Background: an optimization exercise with open tools, aiming at small area and few clock cycles per item. Do not read the settings as production practice. In this exercise RTL edits were held to simulation tests only and were not proved equivalent to the original.

<file path="flow/design.v">
module sorting_network #(
  parameter int NUMBER_WIDTH   = 16,
  parameter int NUMBERS_AMOUNT = 16
)(
  input                                                 clk_i,
  input                                                 rst_i,
  input  [NUMBERS_AMOUNT * NUMBER_WIDTH - 1 : 0]       data_i,
  input                                                 data_valid_i,
  output                                                ready_o,
  output [NUMBERS_AMOUNT * NUMBER_WIDTH - 1 : 0]       data_o,
  output                                                data_valid_o,
  input                                                 ready_i
);
logic [3:0] valid_d;
logic       adv;
assign adv          = ready_i | ~valid_d[3];
assign ready_o      = adv;
assign data_valid_o = valid_d[3];
always_ff @( posedge clk_i, posedge rst_i )
  if( rst_i )
    valid_d <= '0;
  else if( adv )
    valid_d <= { valid_d[2:0], data_valid_i };
wire s1_0_13, s1_0_13n;
sn_gt u_gt1_0_13 ( .x( data_i[0 +: 16] ), .y( data_i[208 +: 16] ), .gt( s1_0_13 ), .gtn( s1_0_13n ) );
wire [15:0] l1_0;
sn_seli u_sel1_0 ( .s( s1_0_13 ), .sn( s1_0_13n ), .a( data_i[0 +: 16] ), .b( data_i[208 +: 16] ), .y( l1_0 ) );
wire [15:0] l1_13;
sn_seli u_sel1_13 ( .s( s1_0_13 ), .sn( s1_0_13n ), .a( data_i[208 +: 16] ), .b( data_i[0 +: 16] ), .y( l1_13 ) );
wire s1_1_12, s1_1_12n;
sn_gt u_gt1_1_12 ( .x( data_i[16 +: 16] ), .y( data_i[192 +: 16] ), .gt( s1_1_12 ), .gtn( s1_1_12n ) );
wire [15:0] l1_1;
sn_seli u_sel1_1 ( .s( s1_1_12 ), .sn( s1_1_12n ), .a( data_i[16 +: 16] ), .b( data_i[192 +: 16] ), .y( l1_1 ) );
wire [15:0] l1_12;
sn_seli u_sel1_12 ( .s( s1_1_12 ), .sn( s1_1_12n ), .a( data_i[192 +: 16] ), .b( data_i[16 +: 16] ), .y( l1_12 ) );
wire s1_2_15, s1_2_15n;
sn_gt u_gt1_2_15 ( .x( data_i[32 +: 16] ), .y( data_i[240 +: 16] ), .gt( s1_2_15 ), .gtn( s1_2_15n ) );
wire [15:0] l1_2;
sn_seli u_sel1_2 ( .s( s1_2_15 ), .sn( s1_2_15n ), .a( data_i[32 +: 16] ), .b( data_i[240 +: 16] ), .y( l1_2 ) );
wire [15:0] l1_15;
sn_seli u_sel1_15 ( .s( s1_2_15 ), .sn( s1_2_15n ), .a( data_i[240 +: 16] ), .b( data_i[32 +: 16] ), .y( l1_15 ) );
wire s1_3_14, s1_3_14n;
sn_gt u_gt1_3_14 ( .x( data_i[48 +: 16] ), .y( data_i[224 +: 16] ), .gt( s1_3_14 ), .gtn( s1_3_14n ) );
wire [15:0] l1_3;
sn_seli u_sel1_3 ( .s( s1_3_14 ), .sn( s1_3_14n ), .a( data_i[48 +: 16] ), .b( data_i[224 +: 16] ), .y( l1_3 ) );
wire [15:0] l1_14;
sn_seli u_sel1_14 ( .s( s1_3_14 ), .sn( s1_3_14n ), .a( data_i[224 +: 16] ), .b( data_i[48 +: 16] ), .y( l1_14 ) );
wire s1_4_8, s1_4_8n;
sn_gt u_gt1_4_8 ( .x( data_i[64 +: 16] ), .y( data_i[128 +: 16] ), .gt( s1_4_8 ), .gtn( s1_4_8n ) );
wire [15:0] l1_4;
sn_seli u_sel1_4 ( .s( s1_4_8 ), .sn( s1_4_8n ), .a( data_i[64 +: 16] ), .b( data_i[128 +: 16] ), .y( l1_4 ) );
wire [15:0] l1_8;
sn_seli u_sel1_8 ( .s( s1_4_8 ), .sn( s1_4_8n ), .a( data_i[128 +: 16] ), .b( data_i[64 +: 16] ), .y( l1_8 ) );
wire s1_5_6, s1_5_6n;
sn_gt u_gt1_5_6 ( .x( data_i[80 +: 16] ), .y( data_i[96 +: 16] ), .gt( s1_5_6 ), .gtn( s1_5_6n ) );
wire [15:0] l1_5;
sn_seli u_sel1_5 ( .s( s1_5_6 ), .sn( s1_5_6n ), .a( data_i[80 +: 16] ), .b( data_i[96 +: 16] ), .y( l1_5 ) );
wire [15:0] l1_6;
sn_seli u_sel1_6 ( .s( s1_5_6 ), .sn( s1_5_6n ), .a( data_i[96 +: 16] ), .b( data_i[80 +: 16] ), .y( l1_6 ) );
wire s1_7_11, s1_7_11n;
sn_gt u_gt1_7_11 ( .x( data_i[112 +: 16] ), .y( data_i[176 +: 16] ), .gt( s1_7_11 ), .gtn( s1_7_11n ) );
wire [15:0] l1_7;
sn_seli u_sel1_7 ( .s( s1_7_11 ), .sn( s1_7_11n ), .a( data_i[112 +: 16] ), .b( data_i[176 +: 16] ), .y( l1_7 ) );
wire [15:0] l1_11;
sn_seli u_sel1_11 ( .s( s1_7_11 ), .sn( s1_7_11n ), .a( data_i[176 +: 16] ), .b( data_i[112 +: 16] ), .y( l1_11 ) );
wire s1_9_10, s1_9_10n;
sn_gt u_gt1_9_10 ( .x( data_i[144 +: 16] ), .y( data_i[160 +: 16] ), .gt( s1_9_10 ), .gtn( s1_9_10n ) );
wire [15:0] l1_9;
sn_seli u_sel1_9 ( .s( s1_9_10 ), .sn( s1_9_10n ), .a( data_i[144 +: 16] ), .b( data_i[160 +: 16] ), .y( l1_9 ) );
wire [15:0] l1_10;
sn_seli u_sel1_10 ( .s( s1_9_10 ), .sn( s1_9_10n ), .a( data_i[160 +: 16] ), .b( data_i[144 +: 16] ), .y( l1_10 ) );
wire s2_0_5, s2_0_5n;
sn_gt u_gt2_0_5 ( .x( l1_5 ), .y( l1_0 ), .gt( s2_0_5 ), .gtn( s2_0_5n ) );
wire [15:0] l2_0;
sn_seli u_sel2_0 ( .s( s2_0_5 ), .sn( s2_0_5n ), .a( l1_0 ), .b( l1_5 ), .y( l2_0 ) );
wire [15:0] l2_5;
sn_seli u_sel2_5 ( .s( s2_0_5 ), .sn( s2_0_5n ), .a( l1_5 ), .b( l1_0 ), .y( l2_5 ) );
wire s2_1_7, s2_1_7n;
sn_gt u_gt2_1_7 ( .x( l1_7 ), .y( l1_1 ), .gt( s2_1_7 ), .gtn( s2_1_7n ) );
wire [15:0] l2_1;
sn_seli u_sel2_1 ( .s( s2_1_7 ), .sn( s2_1_7n ), .a( l1_1 ), .b( l1_7 ), .y( l2_1 ) );
wire [15:0] l2_7;
sn_seli u_sel2_7 ( .s( s2_1_7 ), .sn( s2_1_7n ), .a( l1_7 ), .b( l1_1 ), .y( l2_7 ) );
wire s2_2_9, s2_2_9n;
sn_gt u_gt2_2_9 ( .x( l1_9 ), .y( l1_2 ), .gt( s2_2_9 ), .gtn( s2_2_9n ) );
wire [15:0] l2_2;
sn_seli u_sel2_2 ( .s( s2_2_9 ), .sn( s2_2_9n ), .a( l1_2 ), .b( l1_9 ), .y( l2_2 ) );
wire [15:0] l2_9;
sn_seli u_sel2_9 ( .s( s2_2_9 ), .sn( s2_2_9n ), .a( l1_9 ), .b( l1_2 ), .y( l2_9 ) );
wire s2_3_4, s2_3_4n;
sn_gt u_gt2_3_4 ( .x( l1_4 ), .y( l1_3 ), .gt( s2_3_4 ), .gtn( s2_3_4n ) );
wire [15:0] l2_3;
sn_seli u_sel2_3 ( .s( s2_3_4 ), .sn( s2_3_4n ), .a( l1_3 ), .b( l1_4 ), .y( l2_3 ) );
wire [15:0] l2_4;
sn_seli u_sel2_4 ( .s( s2_3_4 ), .sn( s2_3_4n ), .a( l1_4 ), .b( l1_3 ), .y( l2_4 ) );
wire s2_6_13, s2_6_13n;
sn_gt u_gt2_6_13 ( .x( l1_13 ), .y( l1_6 ), .gt( s2_6_13 ), .gtn( s2_6_13n ) );
wire [15:0] l2_6;
sn_seli u_sel2_6 ( .s( s2_6_13 ), .sn( s2_6_13n ), .a( l1_6 ), .b( l1_13 ), .y( l2_6 ) );
wire [15:0] l2_13;
sn_seli u_sel2_13 ( .s( s2_6_13 ), .sn( s2_6_13n ), .a( l1_13 ), .b( l1_6 ), .y( l2_13 ) );
wire s2_8_14, s2_8_14n;
sn_gt u_gt2_8_14 ( .x( l1_14 ), .y( l1_8 ), .gt( s2_8_14 ), .gtn( s2_8_14n ) );
wire [15:0] l2_8;
sn_seli u_sel2_8 ( .s( s2_8_14 ), .sn( s2_8_14n ), .a( l1_8 ), .b( l1_14 ), .y( l2_8 ) );
wire [15:0] l2_14;
sn_seli u_sel2_14 ( .s( s2_8_14 ), .sn( s2_8_14n ), .a( l1_14 ), .b( l1_8 ), .y( l2_14 ) );
wire s2_10_15, s2_10_15n;
sn_gt u_gt2_10_15 ( .x( l1_15 ), .y( l1_10 ), .gt( s2_10_15 ), .gtn( s2_10_15n ) );
wire [15:0] l2_10;
sn_seli u_sel2_10 ( .s( s2_10_15 ), .sn( s2_10_15n ), .a( l1_10 ), .b( l1_15 ), .y( l2_10 ) );
wire [15:0] l2_15;
sn_seli u_sel2_15 ( .s( s2_10_15 ), .sn( s2_10_15n ), .a( l1_15 ), .b( l1_10 ), .y( l2_15 ) );
wire s2_11_12, s2_11_12n;
sn_gt u_gt2_11_12 ( .x( l1_12 ), .y( l1_11 ), .gt( s2_11_12 ), .gtn( s2_11_12n ) );
wire [15:0] l2_11;
sn_seli u_sel2_11 ( .s( s2_11_12 ), .sn( s2_11_12n ), .a( l1_11 ), .b( l1_12 ), .y( l2_11 ) );
wire [15:0] l2_12;
sn_seli u_sel2_12 ( .s( s2_11_12 ), .sn( s2_11_12n ), .a( l1_12 ), .b( l1_11 ), .y( l2_12 ) );
logic [15:0][15:0] r0_q;
always_ff @( posedge clk_i )
  if( adv )
    r0_q <= { l2_15, l2_14, l2_13, l2_12, l2_11, l2_10, l2_9, l2_8, l2_7, l2_6, l2_5, l2_4, l2_3, l2_2, l2_1, l2_0 };
wire s3_0_1, s3_0_1n;
sn_gt u_gt3_0_1 ( .x( r0_q[0] ), .y( r0_q[1] ), .gt( s3_0_1 ), .gtn( s3_0_1n ) );
wire [15:0] l3_0;
sn_seli u_sel3_0 ( .s( s3_0_1 ), .sn( s3_0_1n ), .a( r0_q[0] ), .b( r0_q[1] ), .y( l3_0 ) );
wire [15:0] l3_1;
sn_seli u_sel3_1 ( .s( s3_0_1 ), .sn( s3_0_1n ), .a( r0_q[1] ), .b( r0_q[0] ), .y( l3_1 ) );
wire s3_2_3, s3_2_3n;
sn_gt u_gt3_2_3 ( .x( r0_q[2] ), .y( r0_q[3] ), .gt( s3_2_3 ), .gtn( s3_2_3n ) );
wire [15:0] l3_2;
sn_seli u_sel3_2 ( .s( s3_2_3 ), .sn( s3_2_3n ), .a( r0_q[2] ), .b( r0_q[3] ), .y( l3_2 ) );
wire [15:0] l3_3;
sn_seli u_sel3_3 ( .s( s3_2_3 ), .sn( s3_2_3n ), .a( r0_q[3] ), .b( r0_q[2] ), .y( l3_3 ) );
wire s3_4_5, s3_4_5n;
sn_gt u_gt3_4_5 ( .x( r0_q[4] ), .y( r0_q[5] ), .gt( s3_4_5 ), .gtn( s3_4_5n ) );
wire [15:0] l3_4;
sn_seli u_sel3_4 ( .s( s3_4_5 ), .sn( s3_4_5n ), .a( r0_q[4] ), .b( r0_q[5] ), .y( l3_4 ) );
wire [15:0] l3_5;
sn_seli u_sel3_5 ( .s( s3_4_5 ), .sn( s3_4_5n ), .a( r0_q[5] ), .b( r0_q[4] ), .y( l3_5 ) );
wire s3_6_8, s3_6_8n;
sn_gt u_gt3_6_8 ( .x( r0_q[6] ), .y( r0_q[8] ), .gt( s3_6_8 ), .gtn( s3_6_8n ) );
wire [15:0] l3_6;
sn_seli u_sel3_6 ( .s( s3_6_8 ), .sn( s3_6_8n ), .a( r0_q[6] ), .b( r0_q[8] ), .y( l3_6 ) );
wire [15:0] l3_8;
sn_seli u_sel3_8 ( .s( s3_6_8 ), .sn( s3_6_8n ), .a( r0_q[8] ), .b( r0_q[6] ), .y( l3_8 ) );
wire s3_7_9, s3_7_9n;
sn_gt u_gt3_7_9 ( .x( r0_q[7] ), .y( r0_q[9] ), .gt( s3_7_9 ), .gtn( s3_7_9n ) );
wire [15:0] l3_7;
sn_seli u_sel3_7 ( .s( s3_7_9 ), .sn( s3_7_9n ), .a( r0_q[7] ), .b( r0_q[9] ), .y( l3_7 ) );
wire [15:0] l3_9;
sn_seli u_sel3_9 ( .s( s3_7_9 ), .sn( s3_7_9n ), .a( r0_q[9] ), .b( r0_q[7] ), .y( l3_9 ) );
wire s3_10_11, s3_10_11n;
sn_gt u_gt3_10_11 ( .x( r0_q[10] ), .y( r0_q[11] ), .gt( s3_10_11 ), .gtn( s3_10_11n ) );
wire [15:0] l3_10;
sn_seli u_sel3_10 ( .s( s3_10_11 ), .sn( s3_10_11n ), .a( r0_q[10] ), .b( r0_q[11] ), .y( l3_10 ) );
wire [15:0] l3_11;
sn_seli u_sel3_11 ( .s( s3_10_11 ), .sn( s3_10_11n ), .a( r0_q[11] ), .b( r0_q[10] ), .y( l3_11 ) );
wire s3_12_13, s3_12_13n;
sn_gt u_gt3_12_13 ( .x( r0_q[12] ), .y( r0_q[13] ), .gt( s3_12_13 ), .gtn( s3_12_13n ) );
wire [15:0] l3_12;
sn_seli u_sel3_12 ( .s( s3_12_13 ), .sn( s3_12_13n ), .a( r0_q[12] ), .b( r0_q[13] ), .y( l3_12 ) );
wire [15:0] l3_13;
sn_seli u_sel3_13 ( .s( s3_12_13 ), .sn( s3_12_13n ), .a( r0_q[13] ), .b( r0_q[12] ), .y( l3_13 ) );
wire s3_14_15, s3_14_15n;
sn_gt u_gt3_14_15 ( .x( r0_q[14] ), .y( r0_q[15] ), .gt( s3_14_15 ), .gtn( s3_14_15n ) );
wire [15:0] l3_14;
sn_seli u_sel3_14 ( .s( s3_14_15 ), .sn( s3_14_15n ), .a( r0_q[14] ), .b( r0_q[15] ), .y( l3_14 ) );
wire [15:0] l3_15;
sn_seli u_sel3_15 ( .s( s3_14_15 ), .sn( s3_14_15n ), .a( r0_q[15] ), .b( r0_q[14] ), .y( l3_15 ) );
wire s4_0_2, s4_0_2n;
sn_gt u_gt4_0_2 ( .x( l3_2 ), .y( l3_0 ), .gt( s4_0_2 ), .gtn( s4_0_2n ) );
wire [15:0] l4_0;
sn_seli u_sel4_0 ( .s( s4_0_2 ), .sn( s4_0_2n ), .a( l3_0 ), .b( l3_2 ), .y( l4_0 ) );
wire [15:0] l4_2;
sn_seli u_sel4_2 ( .s( s4_0_2 ), .sn( s4_0_2n ), .a( l3_2 ), .b( l3_0 ), .y( l4_2 ) );
wire s4_1_3, s4_1_3n;
sn_gt u_gt4_1_3 ( .x( l3_3 ), .y( l3_1 ), .gt( s4_1_3 ), .gtn( s4_1_3n ) );
wire [15:0] l4_1;
sn_seli u_sel4_1 ( .s( s4_1_3 ), .sn( s4_1_3n ), .a( l3_1 ), .b( l3_3 ), .y( l4_1 ) );
wire [15:0] l4_3;
sn_seli u_sel4_3 ( .s( s4_1_3 ), .sn( s4_1_3n ), .a( l3_3 ), .b( l3_1 ), .y( l4_3 ) );
wire s4_4_10, s4_4_10n;
sn_gt u_gt4_4_10 ( .x( l3_10 ), .y( l3_4 ), .gt( s4_4_10 ), .gtn( s4_4_10n ) );
wire [15:0] l4_4;
sn_seli u_sel4_4 ( .s( s4_4_10 ), .sn( s4_4_10n ), .a( l3_4 ), .b( l3_10 ), .y( l4_4 ) );
wire [15:0] l4_10;
sn_seli u_sel4_10 ( .s( s4_4_10 ), .sn( s4_4_10n ), .a( l3_10 ), .b( l3_4 ), .y( l4_10 ) );
wire s4_5_11, s4_5_11n;
sn_gt u_gt4_5_11 ( .x( l3_11 ), .y( l3_5 ), .gt( s4_5_11 ), .gtn( s4_5_11n ) );
wire [15:0] l4_5;
sn_seli u_sel4_5 ( .s( s4_5_11 ), .sn( s4_5_11n ), .a( l3_5 ), .b( l3_11 ), .y( l4_5 ) );
wire [15:0] l4_11;
sn_seli u_sel4_11 ( .s( s4_5_11 ), .sn( s4_5_11n ), .a( l3_11 ), .b( l3_5 ), .y( l4_11 ) );
wire s4_6_7, s4_6_7n;
sn_gt u_gt4_6_7 ( .x( l3_7 ), .y( l3_6 ), .gt( s4_6_7 ), .gtn( s4_6_7n ) );
wire [15:0] l4_6;
sn_seli u_sel4_6 ( .s( s4_6_7 ), .sn( s4_6_7n ), .a( l3_6 ), .b( l3_7 ), .y( l4_6 ) );
wire [15:0] l4_7;
sn_seli u_sel4_7 ( .s( s4_6_7 ), .sn( s4_6_7n ), .a( l3_7 ), .b( l3_6 ), .y( l4_7 ) );
wire s4_8_9, s4_8_9n;
sn_gt u_gt4_8_9 ( .x( l3_9 ), .y( l3_8 ), .gt( s4_8_9 ), .gtn( s4_8_9n ) );
wire [15:0] l4_8;
sn_seli u_sel4_8 ( .s( s4_8_9 ), .sn( s4_8_9n ), .a( l3_8 ), .b( l3_9 ), .y( l4_8 ) );
wire [15:0] l4_9;
sn_seli u_sel4_9 ( .s( s4_8_9 ), .sn( s4_8_9n ), .a( l3_9 ), .b( l3_8 ), .y( l4_9 ) );
wire s4_12_14, s4_12_14n;
sn_gt u_gt4_12_14 ( .x( l3_14 ), .y( l3_12 ), .gt( s4_12_14 ), .gtn( s4_12_14n ) );
wire [15:0] l4_12;
sn_seli u_sel4_12 ( .s( s4_12_14 ), .sn( s4_12_14n ), .a( l3_12 ), .b( l3_14 ), .y( l4_12 ) );
wire [15:0] l4_14;
sn_seli u_sel4_14 ( .s( s4_12_14 ), .sn( s4_12_14n ), .a( l3_14 ), .b( l3_12 ), .y( l4_14 ) );
wire s4_13_15, s4_13_15n;
sn_gt u_gt4_13_15 ( .x( l3_15 ), .y( l3_13 ), .gt( s4_13_15 ), .gtn( s4_13_15n ) );
wire [15:0] l4_13;
sn_seli u_sel4_13 ( .s( s4_13_15 ), .sn( s4_13_15n ), .a( l3_13 ), .b( l3_15 ), .y( l4_13 ) );
wire [15:0] l4_15;
sn_seli u_sel4_15 ( .s( s4_13_15 ), .sn( s4_13_15n ), .a( l3_15 ), .b( l3_13 ), .y( l4_15 ) );
logic [15:0][15:0] r1_q;
always_ff @( posedge clk_i )
  if( adv )
    r1_q <= { l4_15, l4_14, l4_13, l4_12, l4_11, l4_10, l4_9, l4_8, l4_7, l4_6, l4_5, l4_4, l4_3, l4_2, l4_1, l4_0 };
wire s5_1_2, s5_1_2n;
sn_gt u_gt5_1_2 ( .x( r1_q[1] ), .y( r1_q[2] ), .gt( s5_1_2 ), .gtn( s5_1_2n ) );
wire [15:0] l5_1;
sn_seli u_sel5_1 ( .s( s5_1_2 ), .sn( s5_1_2n ), .a( r1_q[1] ), .b( r1_q[2] ), .y( l5_1 ) );
wire [15:0] l5_2;
sn_seli u_sel5_2 ( .s( s5_1_2 ), .sn( s5_1_2n ), .a( r1_q[2] ), .b( r1_q[1] ), .y( l5_2 ) );
wire s5_3_12, s5_3_12n;
sn_gt u_gt5_3_12 ( .x( r1_q[3] ), .y( r1_q[12] ), .gt( s5_3_12 ), .gtn( s5_3_12n ) );
wire [15:0] l5_3;
sn_seli u_sel5_3 ( .s( s5_3_12 ), .sn( s5_3_12n ), .a( r1_q[3] ), .b( r1_q[12] ), .y( l5_3 ) );
wire [15:0] l5_12;
sn_seli u_sel5_12 ( .s( s5_3_12 ), .sn( s5_3_12n ), .a( r1_q[12] ), .b( r1_q[3] ), .y( l5_12 ) );
wire s5_4_6, s5_4_6n;
sn_gt u_gt5_4_6 ( .x( r1_q[4] ), .y( r1_q[6] ), .gt( s5_4_6 ), .gtn( s5_4_6n ) );
wire [15:0] l5_4;
sn_seli u_sel5_4 ( .s( s5_4_6 ), .sn( s5_4_6n ), .a( r1_q[4] ), .b( r1_q[6] ), .y( l5_4 ) );
wire [15:0] l5_6;
sn_seli u_sel5_6 ( .s( s5_4_6 ), .sn( s5_4_6n ), .a( r1_q[6] ), .b( r1_q[4] ), .y( l5_6 ) );
wire s5_5_7, s5_5_7n;
sn_gt u_gt5_5_7 ( .x( r1_q[5] ), .y( r1_q[7] ), .gt( s5_5_7 ), .gtn( s5_5_7n ) );
wire [15:0] l5_5;
sn_seli u_sel5_5 ( .s( s5_5_7 ), .sn( s5_5_7n ), .a( r1_q[5] ), .b( r1_q[7] ), .y( l5_5 ) );
wire [15:0] l5_7;
sn_seli u_sel5_7 ( .s( s5_5_7 ), .sn( s5_5_7n ), .a( r1_q[7] ), .b( r1_q[5] ), .y( l5_7 ) );
wire s5_8_10, s5_8_10n;
sn_gt u_gt5_8_10 ( .x( r1_q[8] ), .y( r1_q[10] ), .gt( s5_8_10 ), .gtn( s5_8_10n ) );
wire [15:0] l5_8;
sn_seli u_sel5_8 ( .s( s5_8_10 ), .sn( s5_8_10n ), .a( r1_q[8] ), .b( r1_q[10] ), .y( l5_8 ) );
wire [15:0] l5_10;
sn_seli u_sel5_10 ( .s( s5_8_10 ), .sn( s5_8_10n ), .a( r1_q[10] ), .b( r1_q[8] ), .y( l5_10 ) );
wire s5_9_11, s5_9_11n;
sn_gt u_gt5_9_11 ( .x( r1_q[9] ), .y( r1_q[11] ), .gt( s5_9_11 ), .gtn( s5_9_11n ) );
wire [15:0] l5_9;
sn_seli u_sel5_9 ( .s( s5_9_11 ), .sn( s5_9_11n ), .a( r1_q[9] ), .b( r1_q[11] ), .y( l5_9 ) );
wire [15:0] l5_11;
sn_seli u_sel5_11 ( .s( s5_9_11 ), .sn( s5_9_11n ), .a( r1_q[11] ), .b( r1_q[9] ), .y( l5_11 ) );
wire s5_13_14, s5_13_14n;
sn_gt u_gt5_13_14 ( .x( r1_q[13] ), .y( r1_q[14] ), .gt( s5_13_14 ), .gtn( s5_13_14n ) );
wire [15:0] l5_13;
sn_seli u_sel5_13 ( .s( s5_13_14 ), .sn( s5_13_14n ), .a( r1_q[13] ), .b( r1_q[14] ), .y( l5_13 ) );
wire [15:0] l5_14;
sn_seli u_sel5_14 ( .s( s5_13_14 ), .sn( s5_13_14n ), .a( r1_q[14] ), .b( r1_q[13] ), .y( l5_14 ) );
wire s6_1_4, s6_1_4n;
sn_gt u_gt6_1_4 ( .x( l5_4 ), .y( l5_1 ), .gt( s6_1_4 ), .gtn( s6_1_4n ) );
wire [15:0] l6_1;
sn_seli u_sel6_1 ( .s( s6_1_4 ), .sn( s6_1_4n ), .a( l5_1 ), .b( l5_4 ), .y( l6_1 ) );
wire [15:0] l6_4;
sn_seli u_sel6_4 ( .s( s6_1_4 ), .sn( s6_1_4n ), .a( l5_4 ), .b( l5_1 ), .y( l6_4 ) );
wire s6_2_6, s6_2_6n;
sn_gt u_gt6_2_6 ( .x( l5_6 ), .y( l5_2 ), .gt( s6_2_6 ), .gtn( s6_2_6n ) );
wire [15:0] l6_2;
sn_seli u_sel6_2 ( .s( s6_2_6 ), .sn( s6_2_6n ), .a( l5_2 ), .b( l5_6 ), .y( l6_2 ) );
wire [15:0] l6_6;
sn_sel u_sel6_6 ( .s( s6_2_6 ), .sn( s6_2_6n ), .a( l5_6 ), .b( l5_2 ), .y( l6_6 ) );
wire s6_5_8, s6_5_8n;
sn_gt u_gt6_5_8 ( .x( l5_8 ), .y( l5_5 ), .gt( s6_5_8 ), .gtn( s6_5_8n ) );
wire [15:0] l6_5;
sn_seli u_sel6_5 ( .s( s6_5_8 ), .sn( s6_5_8n ), .a( l5_5 ), .b( l5_8 ), .y( l6_5 ) );
wire [15:0] l6_8;
sn_seli u_sel6_8 ( .s( s6_5_8 ), .sn( s6_5_8n ), .a( l5_8 ), .b( l5_5 ), .y( l6_8 ) );
wire s6_7_10, s6_7_10n;
sn_gt u_gt6_7_10 ( .x( l5_10 ), .y( l5_7 ), .gt( s6_7_10 ), .gtn( s6_7_10n ) );
wire [15:0] l6_7;
sn_seli u_sel6_7 ( .s( s6_7_10 ), .sn( s6_7_10n ), .a( l5_7 ), .b( l5_10 ), .y( l6_7 ) );
wire [15:0] l6_10;
sn_seli u_sel6_10 ( .s( s6_7_10 ), .sn( s6_7_10n ), .a( l5_10 ), .b( l5_7 ), .y( l6_10 ) );
wire s6_9_13, s6_9_13n;
sn_gt u_gt6_9_13 ( .x( l5_13 ), .y( l5_9 ), .gt( s6_9_13 ), .gtn( s6_9_13n ) );
wire [15:0] l6_9;
sn_sel u_sel6_9 ( .s( s6_9_13 ), .sn( s6_9_13n ), .a( l5_9 ), .b( l5_13 ), .y( l6_9 ) );
wire [15:0] l6_13;
sn_seli u_sel6_13 ( .s( s6_9_13 ), .sn( s6_9_13n ), .a( l5_13 ), .b( l5_9 ), .y( l6_13 ) );
wire s6_11_14, s6_11_14n;
sn_gt u_gt6_11_14 ( .x( l5_14 ), .y( l5_11 ), .gt( s6_11_14 ), .gtn( s6_11_14n ) );
wire [15:0] l6_11;
sn_seli u_sel6_11 ( .s( s6_11_14 ), .sn( s6_11_14n ), .a( l5_11 ), .b( l5_14 ), .y( l6_11 ) );
wire [15:0] l6_14;
sn_seli u_sel6_14 ( .s( s6_11_14 ), .sn( s6_11_14n ), .a( l5_14 ), .b( l5_11 ), .y( l6_14 ) );
wire s7_2_4, s7_2_4n;
sn_gt u_gt7_2_4 ( .x( l6_2 ), .y( l6_4 ), .gt( s7_2_4 ), .gtn( s7_2_4n ) );
wire [15:0] l7_2;
sn_sel u_sel7_2 ( .s( s7_2_4 ), .sn( s7_2_4n ), .a( l6_2 ), .b( l6_4 ), .y( l7_2 ) );
wire [15:0] l7_4;
sn_seli u_sel7_4 ( .s( s7_2_4 ), .sn( s7_2_4n ), .a( l6_4 ), .b( l6_2 ), .y( l7_4 ) );
wire s7_3_6, s7_3_6n;
sn_gt u_gt7_3_6 ( .x( l6_6 ), .y( l5_3 ), .gt( s7_3_6 ), .gtn( s7_3_6n ) );
wire [15:0] l7_3;
sn_seli u_sel7_3 ( .s( s7_3_6 ), .sn( s7_3_6n ), .a( l5_3 ), .b( l6_6 ), .y( l7_3 ) );
wire [15:0] l7_6;
sn_seli u_sel7_6 ( .s( s7_3_6 ), .sn( s7_3_6n ), .a( l6_6 ), .b( l5_3 ), .y( l7_6 ) );
wire s7_9_12, s7_9_12n;
sn_gt u_gt7_9_12 ( .x( l5_12 ), .y( l6_9 ), .gt( s7_9_12 ), .gtn( s7_9_12n ) );
wire [15:0] l7_9;
sn_seli u_sel7_9 ( .s( s7_9_12 ), .sn( s7_9_12n ), .a( l6_9 ), .b( l5_12 ), .y( l7_9 ) );
wire [15:0] l7_12;
sn_seli u_sel7_12 ( .s( s7_9_12 ), .sn( s7_9_12n ), .a( l5_12 ), .b( l6_9 ), .y( l7_12 ) );
wire s7_11_13, s7_11_13n;
sn_gt u_gt7_11_13 ( .x( l6_11 ), .y( l6_13 ), .gt( s7_11_13 ), .gtn( s7_11_13n ) );
wire [15:0] l7_11;
sn_seli u_sel7_11 ( .s( s7_11_13 ), .sn( s7_11_13n ), .a( l6_11 ), .b( l6_13 ), .y( l7_11 ) );
wire [15:0] l7_13;
sn_sel u_sel7_13 ( .s( s7_11_13 ), .sn( s7_11_13n ), .a( l6_13 ), .b( l6_11 ), .y( l7_13 ) );
logic [15:0][15:0] r2_q;
always_ff @( posedge clk_i )
  if( adv )
    r2_q <= { r1_q[15], l6_14, l7_13, l7_12, l7_11, l6_10, l7_9, l6_8, l6_7, l7_6, l6_5, l7_4, l7_3, l7_2, l6_1, r1_q[0] };
wire s8_3_5, s8_3_5n;
sn_gt u_gt8_3_5 ( .x( r2_q[3] ), .y( r2_q[5] ), .gt( s8_3_5 ), .gtn( s8_3_5n ) );
wire [15:0] l8_3;
sn_seli u_sel8_3 ( .s( s8_3_5 ), .sn( s8_3_5n ), .a( r2_q[3] ), .b( r2_q[5] ), .y( l8_3 ) );
wire [15:0] l8_5;
sn_seli u_sel8_5 ( .s( s8_3_5 ), .sn( s8_3_5n ), .a( r2_q[5] ), .b( r2_q[3] ), .y( l8_5 ) );
wire s8_6_8, s8_6_8n;
sn_gt u_gt8_6_8 ( .x( r2_q[6] ), .y( r2_q[8] ), .gt( s8_6_8 ), .gtn( s8_6_8n ) );
wire [15:0] l8_6;
sn_seli u_sel8_6 ( .s( s8_6_8 ), .sn( s8_6_8n ), .a( r2_q[6] ), .b( r2_q[8] ), .y( l8_6 ) );
wire [15:0] l8_8;
sn_seli u_sel8_8 ( .s( s8_6_8 ), .sn( s8_6_8n ), .a( r2_q[8] ), .b( r2_q[6] ), .y( l8_8 ) );
wire s8_7_9, s8_7_9n;
sn_gt u_gt8_7_9 ( .x( r2_q[7] ), .y( r2_q[9] ), .gt( s8_7_9 ), .gtn( s8_7_9n ) );
wire [15:0] l8_7;
sn_seli u_sel8_7 ( .s( s8_7_9 ), .sn( s8_7_9n ), .a( r2_q[7] ), .b( r2_q[9] ), .y( l8_7 ) );
wire [15:0] l8_9;
sn_seli u_sel8_9 ( .s( s8_7_9 ), .sn( s8_7_9n ), .a( r2_q[9] ), .b( r2_q[7] ), .y( l8_9 ) );
wire s8_10_12, s8_10_12n;
sn_gt u_gt8_10_12 ( .x( r2_q[10] ), .y( r2_q[12] ), .gt( s8_10_12 ), .gtn( s8_10_12n ) );
wire [15:0] l8_10;
sn_seli u_sel8_10 ( .s( s8_10_12 ), .sn( s8_10_12n ), .a( r2_q[10] ), .b( r2_q[12] ), .y( l8_10 ) );
wire [15:0] l8_12;
sn_seli u_sel8_12 ( .s( s8_10_12 ), .sn( s8_10_12n ), .a( r2_q[12] ), .b( r2_q[10] ), .y( l8_12 ) );
wire s9_3_4, s9_3_4n;
sn_gt u_gt9_3_4 ( .x( r2_q[4] ), .y( l8_3 ), .gt( s9_3_4 ), .gtn( s9_3_4n ) );
wire [15:0] l9_3;
sn_seli u_sel9_3 ( .s( s9_3_4 ), .sn( s9_3_4n ), .a( l8_3 ), .b( r2_q[4] ), .y( l9_3 ) );
wire [15:0] l9_4;
sn_seli u_sel9_4 ( .s( s9_3_4 ), .sn( s9_3_4n ), .a( r2_q[4] ), .b( l8_3 ), .y( l9_4 ) );
wire s9_5_6, s9_5_6n;
sn_gt u_gt9_5_6 ( .x( l8_6 ), .y( l8_5 ), .gt( s9_5_6 ), .gtn( s9_5_6n ) );
wire [15:0] l9_5;
sn_seli u_sel9_5 ( .s( s9_5_6 ), .sn( s9_5_6n ), .a( l8_5 ), .b( l8_6 ), .y( l9_5 ) );
wire [15:0] l9_6;
sn_seli u_sel9_6 ( .s( s9_5_6 ), .sn( s9_5_6n ), .a( l8_6 ), .b( l8_5 ), .y( l9_6 ) );
wire s9_7_8, s9_7_8n;
sn_gt u_gt9_7_8 ( .x( l8_8 ), .y( l8_7 ), .gt( s9_7_8 ), .gtn( s9_7_8n ) );
wire [15:0] l9_7;
sn_seli u_sel9_7 ( .s( s9_7_8 ), .sn( s9_7_8n ), .a( l8_7 ), .b( l8_8 ), .y( l9_7 ) );
wire [15:0] l9_8;
sn_seli u_sel9_8 ( .s( s9_7_8 ), .sn( s9_7_8n ), .a( l8_8 ), .b( l8_7 ), .y( l9_8 ) );
wire s9_9_10, s9_9_10n;
sn_gt u_gt9_9_10 ( .x( l8_10 ), .y( l8_9 ), .gt( s9_9_10 ), .gtn( s9_9_10n ) );
wire [15:0] l9_9;
sn_seli u_sel9_9 ( .s( s9_9_10 ), .sn( s9_9_10n ), .a( l8_9 ), .b( l8_10 ), .y( l9_9 ) );
wire [15:0] l9_10;
sn_seli u_sel9_10 ( .s( s9_9_10 ), .sn( s9_9_10n ), .a( l8_10 ), .b( l8_9 ), .y( l9_10 ) );
wire s9_11_12, s9_11_12n;
sn_gt u_gt9_11_12 ( .x( l8_12 ), .y( r2_q[11] ), .gt( s9_11_12 ), .gtn( s9_11_12n ) );
wire [15:0] l9_11;
sn_seli u_sel9_11 ( .s( s9_11_12 ), .sn( s9_11_12n ), .a( r2_q[11] ), .b( l8_12 ), .y( l9_11 ) );
wire [15:0] l9_12;
sn_seli u_sel9_12 ( .s( s9_11_12 ), .sn( s9_11_12n ), .a( l8_12 ), .b( r2_q[11] ), .y( l9_12 ) );
logic [15:0][15:0] r3_q;
always_ff @( posedge clk_i )
  if( adv )
    r3_q <= { r2_q[15], r2_q[14], r2_q[13], l9_12, l9_11, l9_10, l9_9, l9_8, l9_7, l9_6, l9_5, l9_4, l9_3, r2_q[2], r2_q[1], r2_q[0] };
wire s10_6_7, s10_6_7n;
sn_gt u_gt10_6_7 ( .x( r3_q[6] ), .y( r3_q[7] ), .gt( s10_6_7 ), .gtn( s10_6_7n ) );
wire [15:0] l10_6;
sn_sel u_sel10_6 ( .s( s10_6_7 ), .sn( s10_6_7n ), .a( r3_q[6] ), .b( r3_q[7] ), .y( l10_6 ) );
wire [15:0] l10_7;
sn_sel u_sel10_7 ( .s( s10_6_7 ), .sn( s10_6_7n ), .a( r3_q[7] ), .b( r3_q[6] ), .y( l10_7 ) );
wire s10_8_9, s10_8_9n;
sn_gt u_gt10_8_9 ( .x( r3_q[8] ), .y( r3_q[9] ), .gt( s10_8_9 ), .gtn( s10_8_9n ) );
wire [15:0] l10_8;
sn_sel u_sel10_8 ( .s( s10_8_9 ), .sn( s10_8_9n ), .a( r3_q[8] ), .b( r3_q[9] ), .y( l10_8 ) );
wire [15:0] l10_9;
sn_sel u_sel10_9 ( .s( s10_8_9 ), .sn( s10_8_9n ), .a( r3_q[9] ), .b( r3_q[8] ), .y( l10_9 ) );
assign data_o = { r3_q[15], r3_q[14], r3_q[13], r3_q[12], r3_q[11], r3_q[10], l10_9, l10_8, l10_7, l10_6, r3_q[5], r3_q[4], r3_q[3], r3_q[2], r3_q[1], r3_q[0] };
endmodule
module sn_gt (
  input  [15:0] x,
  input  [15:0] y,
  output        gt,
  output        gtn
);
  wire [15:0] gn0, gen0;    
  wire [7:0]  g1, ge1;      
  wire [3:0]  gn2, gen2;    
  wire [1:0]  g3, ge3;      
  genvar i;
  generate
    for( i = 0; i < 16; i++ ) begin : t0
      sn_nand2b u_g  ( .a( x[i] ), .b( y[i] ), .y( gn0[i] ) );
      if( i > 0 ) begin : ge
        sn_nor2b u_ge ( .a( x[i] ), .b( y[i] ), .y( gen0[i] ) );
      end
    end
    for( i = 0; i < 8; i++ ) begin : t1
      sn_o21ai u_g ( .a1( gen0[2*i+1] ), .a2( gn0[2*i] ), .b1( gn0[2*i+1] ), .y( g1[i] ) );
      if( i > 0 ) begin : ge
        sn_o21ai u_ge ( .a1( gen0[2*i+1] ), .a2( gen0[2*i] ), .b1( gn0[2*i+1] ), .y( ge1[i] ) );
      end
    end
    for( i = 0; i < 4; i++ ) begin : t2
      sn_a21oi u_g ( .a1( ge1[2*i+1] ), .a2( g1[2*i] ), .b1( g1[2*i+1] ), .y( gn2[i] ) );
      if( i > 0 ) begin : ge
        sn_a21oi u_ge ( .a1( ge1[2*i+1] ), .a2( ge1[2*i] ), .b1( g1[2*i+1] ), .y( gen2[i] ) );
      end
    end
    for( i = 0; i < 2; i++ ) begin : t3
      sn_o21ai u_g ( .a1( gen2[2*i+1] ), .a2( gn2[2*i] ), .b1( gn2[2*i+1] ), .y( g3[i] ) );
      if( i > 0 ) begin : ge
        sn_o21ai u_ge ( .a1( gen2[2*i+1] ), .a2( gen2[2*i] ), .b1( gn2[2*i+1] ), .y( ge3[i] ) );
      end
    end
  endgenerate
  wire r, t;
  sn_a21oi u_root ( .a1( ge3[1] ), .a2( g3[0] ), .b1( g3[1] ), .y( r ) );
  sn_inv   u_sdrv  ( .a( r ), .y( gt ) );
  sn_inv_b u_ndrv1 ( .a( r ), .y( t ) );
  sn_inv_c u_ndrv2 ( .a( t ), .y( gtn ) );
endmodule
module sn_nand2b ( input a, input b, output y );
  assign y = ~( a & ~b );
endmodule
module sn_nor2b ( input a, input b, output y );
  assign y = ~( a | ~b );
endmodule
module sn_o21ai ( input a1, input a2, input b1, output y );
  assign y = ~( ( a1 | a2 ) & b1 );
endmodule
module sn_a21oi ( input a1, input a2, input b1, output y );
  assign y = ~( ( a1 & a2 ) | b1 );
endmodule
module sn_inv ( input a, output y );
  assign y = ~a;
endmodule
module sn_inv_b ( input a, output y );
  assign y = ~a;
endmodule
module sn_inv_c ( input a, output y );
  assign y = ~a;
endmodule
module sn_seli (
  input         s,
  input         sn,
  input  [15:0] a,
  input  [15:0] b,
  output [15:0] y
);
  genvar i;
  generate
    for( i = 0; i < 16; i++ ) begin : m
      sn_o22ai u ( .a1( s ), .a2( a[i] ), .b1( sn ), .b2( b[i] ), .y( y[i] ) );
    end
  endgenerate
endmodule
module sn_sel (
  input         s,
  input         sn,
  input  [15:0] a,
  input  [15:0] b,
  output [15:0] y
);
  genvar i;
  generate
    for( i = 0; i < 16; i++ ) begin : m
      sn_o22a u ( .a1( s ), .a2( a[i] ), .b1( sn ), .b2( b[i] ), .y( y[i] ) );
    end
  endgenerate
endmodule
module sn_o22ai ( input a1, input a2, input b1, input b2, output y );
  assign y = ~( ( a1 | a2 ) & ( b1 | b2 ) );
endmodule
module sn_o22a ( input a1, input a2, input b1, input b2, output y );
  assign y = ( a1 | a2 ) & ( b1 | b2 );
endmodule
</file>
<file path="flow/flow/run.sh">
#!/bin/bash
set -euo pipefail
R=orfs/results/$FLOW_PLATFORM/sorting_network/base
bash standard.sh synth > flow_synth.log 2>&1
cp $R/1_2_yosys.v $R/1_2_yosys.orig.v
python3 flow/downsize.py $FLOW_HOME/platforms/$FLOW_PLATFORM/lib/sky130_fd_sc_hd__tt_025C_1v80.lib $R/1_2_yosys.v > flow_downsize.log 2>&1
bash standard.sh "BUFFER_PORTS_ARGS=-buffer_cell sky130_fd_sc_hd__buf_1" finish > flow_finish.log 2>&1
</file>
<file path="flow/flow/downsize.py">
#!/usr/bin/env python3
# Rewrite a gate-level netlist so that every combinational sky130hd cell uses
# its smallest drive strength (the strongest of those of least area), except cells whose output
# net matches a rule in UP (those get the given drive strength).  Flip-flops
# keep their cell.
# usage: downsize.py LIB NETLIST
import re, sys
lib, net = sys.argv[1], sys.argv[2]
libtxt = open(lib).read()
area = {}
for m in re.finditer(r'cell\s*\(\s*"?(sky130_fd_sc_hd__\w+?)"?\s*\)\s*\{', libtxt):
    a = re.search(r'area\s*:\s*([\d.]+)', libtxt[m.end():m.end() + 20000])
    area[m.group(1)] = float(a.group(1)) if a else 0.0
cells = set(area)
def smallest(base):
    # strongest drive among the sizes of least area (inv_2 has inv_1's area)
    sizes = [(area[c], -int(c.rsplit('_', 1)[1]), c) for c in cells
             if c.rsplit('_', 1)[0] == base and c.rsplit('_', 1)[1].isdigit()]
    return min(sizes)[2].rsplit('_', 1)[1] if sizes else None
keep = re.compile(r'sky130_fd_sc_hd__(s?e?df|dl|conb|tap|fill|decap|clk|lpflow|probe|dly)')
# compare-and-swap select nets: s<layer>_<a>_<b> and s<layer>_<a>_<b>n
UP = [(re.compile(r'^s\d+_\d+_\d+n?$'), '8'),          # select drivers, 32 loads
      (re.compile(r'^u_gt\d+_\d+_\d+\.r$'), '2'),       # comparator root feeding them
      (re.compile(r'^c\d+_\d+_\d+n$'), '2'),              # root of a comparator at a register
      (re.compile(r'^e[01]_\d+_\d+_\d+$'), '8')]          # select+hold enables, 32 loads
txt = open(net).read()
count = {}
inst = re.compile(r'(sky130_fd_sc_hd__[a-z0-9]+(?:_[a-z0-9]+)*?)_(\d+)(\s+\S+\s*\()(.*?\)\s*;)', re.S)
def sub(m):
    base, drive, mid, body = m.group(1), m.group(2), m.group(3), m.group(4)
    name = base + '_' + drive
    if keep.match(name):
        return m.group(0)
    want = smallest(base) or drive
    out = re.search(r'\.(?:X|Y)\(\s*\\?([^\s)]+)\s*\)', body)
    if out:
        for rx, d in UP:
            if rx.match(out.group(1)):
                want = d
    new = base + '_' + want
    if new == name or new not in cells:
        return m.group(0)
    count[(name, new)] = count.get((name, new), 0) + 1
    return new + mid + body
txt = inst.sub(sub, txt)
open(net, 'w').write(txt)
for (a, b), v in sorted(count.items()):
    print('%5d %s -> %s' % (v, a, b))
</file>
<file path="flow/standard.sh">
#!/bin/bash
# synth_recipe.tcl (not shown) runs the flow's synth.tcl, then flattens the netlist and writes it again
# the make line also repeats each setting of config.mk as NAME=value (left out here)
make -C /OpenROAD-flow-scripts/flow DESIGN_CONFIG=/design/flow/config.mk WORK_HOME=/design/flow/orfs CLKGATE_MAP_FILE= SYNTH_SCRIPT=/design/flow/synth_recipe.tcl "${@:-finish}"
</file>
<file path="flow/config.mk">
export PLATFORM = sky130hd
export DESIGN_NAME = sorting_network
export DESIGN_NICKNAME = sorting_network
export VERILOG_FILES = /design/flow/design.v
export SDC_FILE = /design/flow/constraint.sdc
export NUM_CORES = 4
export LEC_CHECK = 0
export CAP_MARGIN = 20
export CORE_MARGIN = 2
export CORE_UTILIZATION = 40
export PLACE_DENSITY = 0.55
export SETUP_SLACK_MARGIN = 0.1
export SLEW_MARGIN = 20
export SYNTH_HIERARCHICAL = 1
</file>
<file path="flow/constraint.sdc">
create_clock -name core_clock -period 5.0 [get_ports {clk_i}]
set_input_delay 1.0000 -clock core_clock [delete_from_list [all_inputs] [get_ports {clk_i}]]
set_output_delay 1.0000 -clock core_clock [all_outputs]
set_load 0.01 [all_outputs]
</file>
==> results of run 1 <==
flip-flops by register name (all words and copies together) (netlist names):
name / cells
r0_q: 256
r1_q: 256
r2_q: 256
r3_q: 256
valid_d: 4
metal layers:
metal	up-vias	GRT usage, %
met5	-	0
met4	4	11.4
met3	397	3.09
met2	2418	44.5
met1	28200	36.6
li1	27900	-
through the flow:
stage               std cells  util (%)  instance area, sq um  setup TNS, ps
detailed placement       9325      43.0                 69800              0
global route             9585      46.6                 75600              0
finish                   9588      46.6                 75700              0
floorplan                6746         -                 65200       -3772150
global placement         9325      43.0                 69800              0
CTS                      9527      45.3                 73600              0
worst max-delay path by stage:
stage / from / endpoint / slack, ps / cells past startpoint
finish: r1_q[102]$_DFFE_PP_ / r2_q[33]$_DFFE_PP_ / 260 / 24
global placement: r1_q[31]$_DFFE_PP_ / r2_q[65]$_DFFE_PP_ / 200 / 23
floorplan: ready_i / valid_d[0]$_DFFE_PP0P_ / -4100 / 2
detailed placement: r1_q[155]$_DFFE_PP_ / r2_q[188]$_DFFE_PP_ / 120 / 22
CTS: r1_q[155]$_DFFE_PP_ / r2_q[158]$_DFFE_PP_ / 100 / 23
global route: r1_q[215]$_DFFE_PP_ / r2_q[211]$_DFFE_PP_ / 60 / 26
worst max-delay path: cells and delay by family, from the launching register on:
family                 cells  cell delay, ps
AOI/OAI and AO/OA         15            2600
and+or+nand+nor            3             490
buffers and inverters      6             840
DFF                        1             490
cell type report:
| type | count | area, sq um | area share (%) |
|---|---|---|---|
| repair inverters | 2 | 20.0 | 0.0265 |
| multi-input cells | 5345 | 33600 | 44.4 |
| clock buffers | 123 | 2840 | 3.76 |
| flip-flops and latches | 1028 | 30800 | 40.8 |
| well taps | 2175 | 2720 | 3.60 |
| diodes | 4 | 10.0 | 0.0132 |
| inverters | 181 | 1670 | 2.21 |
| repair buffers | 651 | 3030 | 4.01 |
| clock inverters | 79 | 887 | 1.17 |
repair_timing:
| action | in CTS | in global routing |
|---|---|---|
| gates resized for setup | 0 | 258 |
| buffers inserted | 0 | 55 |
| endpoints found under the setup margin | 0 | 128 |
==> impl_results.md, run 1 <==
* Fillcell total at around 15000
* Layout cells sized above 1 at about a tenth
* Worst Hold Class: input pin to asynchronous set/reset pin
* CP max stage cell: edfxtp_1
* Mapped cell area at 65200 sq um
* Largest net degree at the start of global routing at 180
* Hold WS at about 95 ps
* Global-route wire length before repair at 340000 microns
* Core outline area at ~160000 sq um
* CTS tree: yes
* # rows at 148
* Gate Count Post-Synth at approximately 6700
* Yosys warning count at 7
* WL met2 at between 100000 and 150000 microns
* Die X at roughly 410 microns
* Crit Path Category: register to register
* Max cap viols at 0
* Reg2Reg Depth at 24
* DP HPWL at 189000 microns
* Wire per inst at ~25 microns
* Final Skew at slightly above 40 ps
* R2R Path Start: r1_q[102]$_DFFE_PP_
* I/O pin count at ~520
* DR WL met3 at 15200 microns
* Worst-path clk slew at ~60 ps
* Clock latency on the worst-skew pair at 760 ps
* Hold Vio Cnt, Final at 0
* Routed WL at 238000 microns
* Clock tree root buffer cell: clkbuf_16
* Wl on met1 at between 100000 and 150000 microns
* Routability cong. at between 0.9 and 1
* Startpoint Class: register
* Total track usage at between 20% and 30%
* DRT antenna net count at 0
* Drt pass-1 iters at 8
* Residual DRC at 0
* H-tree Lvls at 3
* Slew margin rel. at 26.7%
* Crit. End Element: register
* Initial antenna violation count at 6
* Critical Path RT at about 5500 ps
* Total congestion overflow at 0
* IO Port Bufs at around 520
* Syn nets at roughly 7000
* Avg Vias per Cell at between 6 and 7
* R2r setup slk at 260 ps
* Commonest non-fill, non-tap cell in the layout: o22ai_1
* Die height at a little over 400 microns
* Nets at roughly 7600
* Critical R2R Capture: r2_q[33]$_DFFE_PP_
* Endpoints failing setup at 0
* Cts hold-fix bufs at 0
* Avg Inst Size Synth at 9.66 sq um
* Tcrit/Tclk final at between 90% and 100%
* CP max FO at 32
* Max Slew Vio Count at 0
* Worst-Margin Slew at 1100 ps
* Clock sink count at 1028
* PnR worst setup slack at 263 ps
* RSZ-0062 raised after global routing: false
* Vias in the first global route at between 50000 and 60000
* Starting Density at around 40%
* Crit path arrival time at ~5200 ps
* Status: timing/DRC/antenna clean
* CTS max path bufs at 3
* TritonCTS buffer count at approximately 110
* Top sig layer: met5
* Pre-CTS setup slack at 119 ps
* Max Clk Rate at ~0.21 GHz
* Die ar. at around 170000 sq um
* Tmin final at around 4700 ps
* DRT iter0 DRCs at 6934
* Critical Path Most Common Cell: o21ai_1
* P&R area growth vs syn at 16.0%
* Commonest cells after routing, fill and taps aside: o22ai_1 (1622), o21ai_1 (1077), edfxtp_1 (1024)
* Vias at ~59000
* Crit path largest cell delay at 490 ps
* CP Cell Sequence: nor2b_1 -> o21ai_1 -> a21oi_1 -> o21ai_1 -> a21oi_2 -> inv_2 -> clkinv_8 -> o22ai_4 -> nor2b_1 -> o21ai_1 -> a21oi_1 -> o21ai_2 -> a21oi_4 -> inv_2 -> clkinv_8 -> o22ai_2 -> nor2b_1 -> o21ai_1 -> a21oi_1 -> o21ai_1 -> a21oi_2 -> buf_4 -> inv_8 -> o22a_1
Testbench counts, summed over its fixed seeds: cycles 4,016, items 4,000.
==> inputs of run 2 (changes only) <==
--- a/flow/config.mk
+++ b/flow/config.mk
@@ -8,7 +8,8 @@
 export CAP_MARGIN = 20
 export CORE_MARGIN = 2
 export CORE_UTILIZATION = 40
+export CTS_BUF_LIST = sky130_fd_sc_hd__clkbuf_4 sky130_fd_sc_hd__clkbuf_8
 export PLACE_DENSITY = 0.55
-export SETUP_SLACK_MARGIN = 0.1
+export SETUP_SLACK_MARGIN = 0.05
 export SLEW_MARGIN = 20
 export SYNTH_HIERARCHICAL = 1
==> run 2 against run 1 <==
  * Critical path depth shrank 3
  * Critical endpoint is now r2_q[217]$_DFFE_PP_
  * Core utilization shrank 0.72 points
  * Critical path type unchanged
  * Count of clock-buffer cells in the layout grew 89
  * Wire length is essentially flat
  * Design area shrank 1.5%
==> impl_results.md, run 2 <==
* DRT iter0 DRCs at approximately 7000
* Tcrit/Tclk final at between 90% and 100%
* Status: timing/DRC/antenna clean
* Initial antenna violation count at 10
* RSZ-0062 raised after global routing: true
* Vias in the first global route at about 52000
* Yosys warning count at 7
* Clock tree root buffer cell: clkbuf_8
* CP max stage cell: edfxtp_1
* Finished Cell Area at around 74000 sq um
* Starting Density at 40.1%
* Die X at between 400 and 500 microns
* Commonest non-fill, non-tap cell in the layout: o22ai_1
* Clock sink count at between 1000 and 1500
* Startpoint Class: register
* Total track usage at a little over a quarter
* Core outline area at roughly 160000 sq um
* Worst-Margin Slew at ~1100 ps
* CTS tree: yes
* I/O pin count at 518
* Critical Path RT at ~5700 ps
* R2R Path Start: r1_q[159]$_DFFE_PP_
* Critical R2R Capture: r2_q[217]$_DFFE_PP_
* Crit. End Element: register
* Syn nets at approximately 7000
* Wire per inst at around 25 microns
* Max cap viols at 0
* Hold Path End: valid_d[0]$_DFFE_PP0P_
* Nets at 7595
* Crit path largest cell delay at 470 ps
* Worst-path clk slew at ~60 ps
* Clock latency on the worst-skew pair at about 940 ps
* TritonCTS buffer count at around 170
* P&R area growth vs syn at 14.2%
* Hold Vio Cnt, Final at 0
* Avg Inst Size Synth at about 9.7 sq um
* Routability cong. at a little under 1
* Gate Count Post-Synth at slightly below 7000
* Crit path arrival time at 5420 ps
* Placed instance area at around 70000 sq um
* Setup TNS at 0 ps
* R2r setup slk at about 240 ps
* Pre-CTS setup slack at 119 ps
* Avg Vias per Cell at approximately 6.1
* WP buf/inv at 3
* Die height at 408 microns
* Cell family with the largest share of critical-path delay: compound AO/OA/AOI/OAI gates
* Residual DRC at 0
* Drt pass-1 iters at 8
* Final core occ at between 40% and 50%
* Reg2Reg Depth at 21
* Global-route wire length before repair at about 340000 microns
* Tmin final at 4760 ps
* H-tree Lvls at 4
* CP Cell Sequence: nor2b_1 -> o21ai_1 -> a21oi_1 -> o21ai_1 -> a21oi_2 -> inv_8 -> o22ai_2 -> nor2b_1 -> o21ai_1 -> a21oi_1 -> o21ai_1 -> a21oi_2 -> inv_8 -> o22ai_1 -> nor2b_1 -> o21ai_1 -> a21oi_1 -> o21ai_1 -> a21oi_2 -> inv_8 -> o22a_1
* Routed WL at 238000 microns
* Worst Hold Class: input pin to register
* Crit Path Category: register to register
* Final Skew at roughly 64 ps
* Die ar. at roughly 170000 sq um
* Fillcell total at 15500
* Largest net degree at the start of global routing at between 150 and 200
* # rows at about 150
* Mapped cell area at ~65000 sq um
* Cell Count, Final, Fillers Out at 9654
* Placed Cells incl. Taps at 9325
* Hold path start: data_valid_i
* IO Port Bufs at around 520
* CP max FO at 32
* Slew margin rel. at between 20% and 30%
* Commonest cells after routing, fill and taps aside: o22ai_1 (1660), o21ai_1 (1078), edfxtp_1 (1024)
* DP HPWL at between 150000 and 200000 microns
* Vias at 59300
* Endpoints failing setup at 0
* CTS max path bufs at 3
* DRT antenna net count at 0
* Max Clk Rate at around 0.21 GHz
* PnR worst setup slack at ~240 ps
* Critical Path Most Common Cell: o21ai_1
* Layout cells sized above 1 at under 10%
* Depth of the worst hold-timing path at 2
* Total congestion overflow at 0
* Max Slew Vio Count at 0
-- run 2: cell types whose count changed in the layout (fill, tap and decap cells not counted), moves of 3 or more --
cell        previous run  this run
clkbuf_8               0       175
clkinvlp_4             8         5
clkbuf_16            112         0
o22ai_2              109       120
clkinv_4               7         3
inv_8                111       117
o22ai_4               61        12
o22ai_1             1622      1660
clkbuf_1              11         0
clkbuf_4               0        37
clkinv_1              19        50
buf_4                127        81
bufinv_16             18        14
-- run 2: through the flow --
step | hold WS, ps
after floorplan | 400
after global placement | 402
after detailed placement | 405
after CTS | 194
after global routing | 261
final | 311
-- run 2: routing by layer --
layer | global-route usage [%] | wire (microns) | up-vias
li1 | - | - | 28000
met1 | 36.4 | 99800 | 28400
met2 | 44.7 | 112000 | 2494
met3 | 3.85 | 16100 | 407
met4 | 11.1 | 10100 | 8
met5 | 0 | 55 | -
-- run 2: what timing repair did --
action / 4_1_cts / 5_1_grt
hold buffers: 1 / 0
setup buffers: 0 / 9
endpoints found under the hold margin: 4 / 0
resized for setup: 0 / 157
setup endpoints to repair: 0 / 128
-- run 2: worst reg2reg max path, delay by kind of cell (launching register included) --
family	cells	cell delay, ps
buf+inv	3	470
flops	1	470
simple gates	3	620
compound gates	15	2940
-- run 2: area by class of cell --
class | instances | area [sq um] | area share (%)
repair inverters | 1 | 8.76 | 0.0118
diodes | 4 | 10.0 | 0.0134
clock inverters | 102 | 906 | 1.22
inverters | 181 | 1610 | 2.16
well taps | 2175 | 2720 | 3.65
flip-flops and latches | 1028 | 30800 | 41.4
clock buffers | 212 | 2690 | 3.61
multi-input cells | 5345 | 33000 | 44.3
repair buffers | 606 | 2700 | 3.62
-- run 2: worst max path at each step --
| stage | startpoint | to | slack (ps) | cells after the start |
|---|---|---|---|---|
| floorplan | ready_i | valid_d[0]$_DFFE_PP0P_ | -4100 | 2 |
| global route | r1_q[31]$_DFFE_PP_ | r2_q[43]$_DFFE_PP_ | 8 | 25 |
| CTS | r1_q[75]$_DFFE_PP_ | r2_q[68]$_DFFE_PP_ | 110 | 23 |
| global placement | r1_q[31]$_DFFE_PP_ | r2_q[65]$_DFFE_PP_ | 200 | 23 |
| finish | r1_q[159]$_DFFE_PP_ | r2_q[217]$_DFFE_PP_ | 240 | 21 |
| detailed placement | r1_q[155]$_DFFE_PP_ | r2_q[188]$_DFFE_PP_ | 120 | 22 |
==> inputs of run 3 (changes only) <==
--- a/flow/config.mk
+++ b/flow/config.mk
@@ -7,9 +7,9 @@
 export LEC_CHECK = 0
 export CAP_MARGIN = 20
 export CORE_MARGIN = 2
-export CORE_UTILIZATION = 40
+export CORE_UTILIZATION = 48
 export CTS_BUF_LIST = sky130_fd_sc_hd__clkbuf_4 sky130_fd_sc_hd__clkbuf_8
-export PLACE_DENSITY = 0.55
+export PLACE_DENSITY = 0.62
 export SETUP_SLACK_MARGIN = 0.05
 export SLEW_MARGIN = 20
 export SYNTH_HIERARCHICAL = 1
==> run 3 against run 2 <==
  * Still clean on timing, DRC and antenna
  * Setup slack lost 5.3 ps
  * Via count rose by 0.77%
  * Largest cell class unchanged
  * Sequential cell count unchanged
  * Highest routed layer unchanged
  * Count of clock-buffer cells in the layout fell by 9
  * Global-route usage is 4.7 points higher
  * First-iteration DRC count grew 9.8%
==> impl_results.md, run 3 <==
* Status: timing/DRC/antenna clean
* Top sig layer: met5
* Worst Hold Class: input pin to register
* Clock latency on the worst-skew pair at between 900 and 1000 ps
* Crit path arrival time at between 5000 and 6000 ps
* Wl on met1 at around 95000 microns
* # rows at about 140
* Global-route wire length before repair at between 300000 and 400000 microns
* CTS tree: yes
* Tcrit/Tclk final at 95.4%
* Max Clk Rate at 0.210 GHz
* IO Port Bufs at 517
* Startpoint Class: register
* DRT iter0 DRCs at 7545
* Crit. End Element: register
* Layout cells sized above 1 at 9.35%
* Clock sink count at ~1000
* Yosys warning count at 7
* Max cap viols at 0
* Critical Path RT at 5600 ps
* Setup TNS at 0 ps
* Final Skew at around 33 ps
* Syn nets at 7006
* CP max FO at 32
* Hold Vio Cnt, Final at 0
* P&R area growth vs syn at 12.7%
* Cell Count, Final, Fillers Out at a little over 9000
* WL met2 at around 110000 microns
* H-tree Lvls at 4
* DP HPWL at ~180000 microns
* Routed WL at 232000 microns
* Avg Inst Size Synth at a little under 10 sq um
* Avg Vias per Cell at 6.47
* Total track usage at 32.0%
* PnR worst setup slack at between 200 and 250 ps
* Vias in the first global route at slightly above 50000
* Worst-Margin Slew at around 1100 ps
* RSZ-0062 raised after global routing: true
* Hold WS at ~340 ps
* Starting Density at 48.2%
* Placed Cells incl. Taps at around 8900
* Die height at 373 microns
* Largest net degree at the start of global routing at 190
* Vias at 59700
* Drt pass-1 iters at 10
* Core outline area at around 140000 sq um
* Gate Count Post-Synth at 6746
* Initial antenna violation count at 11
* Commonest cells after routing, fill and taps aside: o22ai_1 (1694), o21ai_1 (1080), edfxtp_1 (1024)
* Mapped cell area at ~65000 sq um
* Clock tree root buffer cell: clkbuf_8
* Tmin final at ~4800 ps
* Commonest non-fill, non-tap cell in the layout: o22ai_1
* Endpoints failing setup at 0
* Worst-path clk slew at about 60 ps
* TritonCTS buffer count at between 150 and 200
* Total congestion overflow at 0
* Max Slew Vio Count at 0
* Crit Path Category: register to register
* DR WL met3 at about 18000 microns
* Residual DRC at 0
* Fillcell total at ~12000
* Nets at around 7600
* Die ar. at around 140000 sq um
* CTS max path bufs at 3
* Pre-CTS setup slack at around 100 ps
* I/O pin count at between 500 and 600
* DRT antenna net count at 0
* Wire per inst at about 25 microns
* Slew margin rel. at about 30%
* Die X at ~370 microns
* Routability cong. at 1.02
-- run 3: final cells by class --
cell class	count	area (sq um)	area share (%)
Antenna cell	8	20.0	0.0272
Clock buffer	203	2570	3.50
Clock inverter	89	771	1.05
Inverter	181	1600	2.18
Multi-Input combinational cell	5345	32800	44.6
Sequential cell	1028	30800	42.0
Tap cell	1781	2230	3.03
Timing Repair Buffer	598	2640	3.59
Timing Repair inverter	2	17.5	0.0238
-- run 3: layer usage --
layer  vias to the layer above  track usage, %
met5                         -               0
met1                     28300            42.9
li1                      27900               -
met2                      3052            50.5
met3                       469            4.28
met4                         4            16.9
-- run 3: through the flow --
stage | utilization [%] | area [sq um]
after floorplan | - | 65200
after global placement | 51.2 | 69200
after detailed placement | 51.2 | 69200
after CTS | 53.7 | 72600
after global routing | 54.4 | 73500
final | 54.4 | 73500
-- run 3: worst max-delay path: stages, from the launching register on --
cell and delay [ps]:
edfxtp_1 500, nor2b_1 190, o21ai_1 170, a21oi_1 100
o21ai_1 170, a21oi_2 140, inv_2 130, clkinv_8 170
o22ai_4 240, nor2b_1 240, o21ai_1 100, a21oi_1 240
o21ai_1 110, a21oi_2 130, buf_4 160, inv_2 90
clkinv_8 100, o22a_1 200, nor2b_1 200, o21ai_1 100
a21oi_1 200, o21ai_1 120, a21oi_2 300, inv_2 120
clkinv_8 140, o22ai_1 90
-- run 3: path summary, 6_finish.rpt --
kind                                     start                     end  slack, ps  cells past startpoint
min in group asynchronous                rst_i  valid_d[1]$_DFFE_PP0P_        500                      3
hold / removal                    data_valid_i  valid_d[0]$_DFFE_PP0P_        340                      2
setup / recovery           r1_q[183]$_DFFE_PP_     r2_q[149]$_DFFE_PP_        230                     25
hold reg to reg              r1_q[3]$_DFFE_PP_       r2_q[3]$_DFFE_PP_        410                      0
max in group asynchronous                rst_i  valid_d[3]$_DFFE_PP0P_       4380                      3
setup reg to reg           r1_q[183]$_DFFE_PP_     r2_q[149]$_DFFE_PP_        230                     25
-- run 3: repair_timing --
item	CTS	global route
endpoints found under the hold margin	4	0
resized for setup	0	129
setup buffers	0	14
setup endpoints to repair	0	128
hold buffers	1	0

[afterwards: timing with drivers on the ports]
The results above use ideal ports. As a check the final layouts listed here were re-extracted and re-timed, cells and wires unchanged. Step 1: set_driving_cell puts a clkbuf_16 on clk_i and a buf_2 on each other input, an assumption about the parent block. Step 2, shift: input delay + t, output delay - t, t = (earliest + latest rising clock arrival at the registers) / 2. This alone moves slack from input paths to output paths. Three values: ideal ports, drivers, drivers and shift; two values: the first two.
| run | t (ns) | setup WS [ns] | worst register clock-pin slew, ns | cell pins on the clock port's net |
|---|---|---|---|---|
| run 1 | 0.819 | 0.263 / 0.263 / 0.216 | 0.07 / 0.07 | 1 |
| run 2 | 0.994 | 0.236 / 0.236 / 0.098 | 0.07 / 0.07 | 1 |
| run 3 | 0.982 | 0.230 / 0.230 / 0.230 | 0.08 / 0.08 | 1 |
After both steps every run listed still meets setup and hold. The setup slack of run 2, which loses most, moves by 0.000 ns with the drivers and by -0.138 ns with both steps.
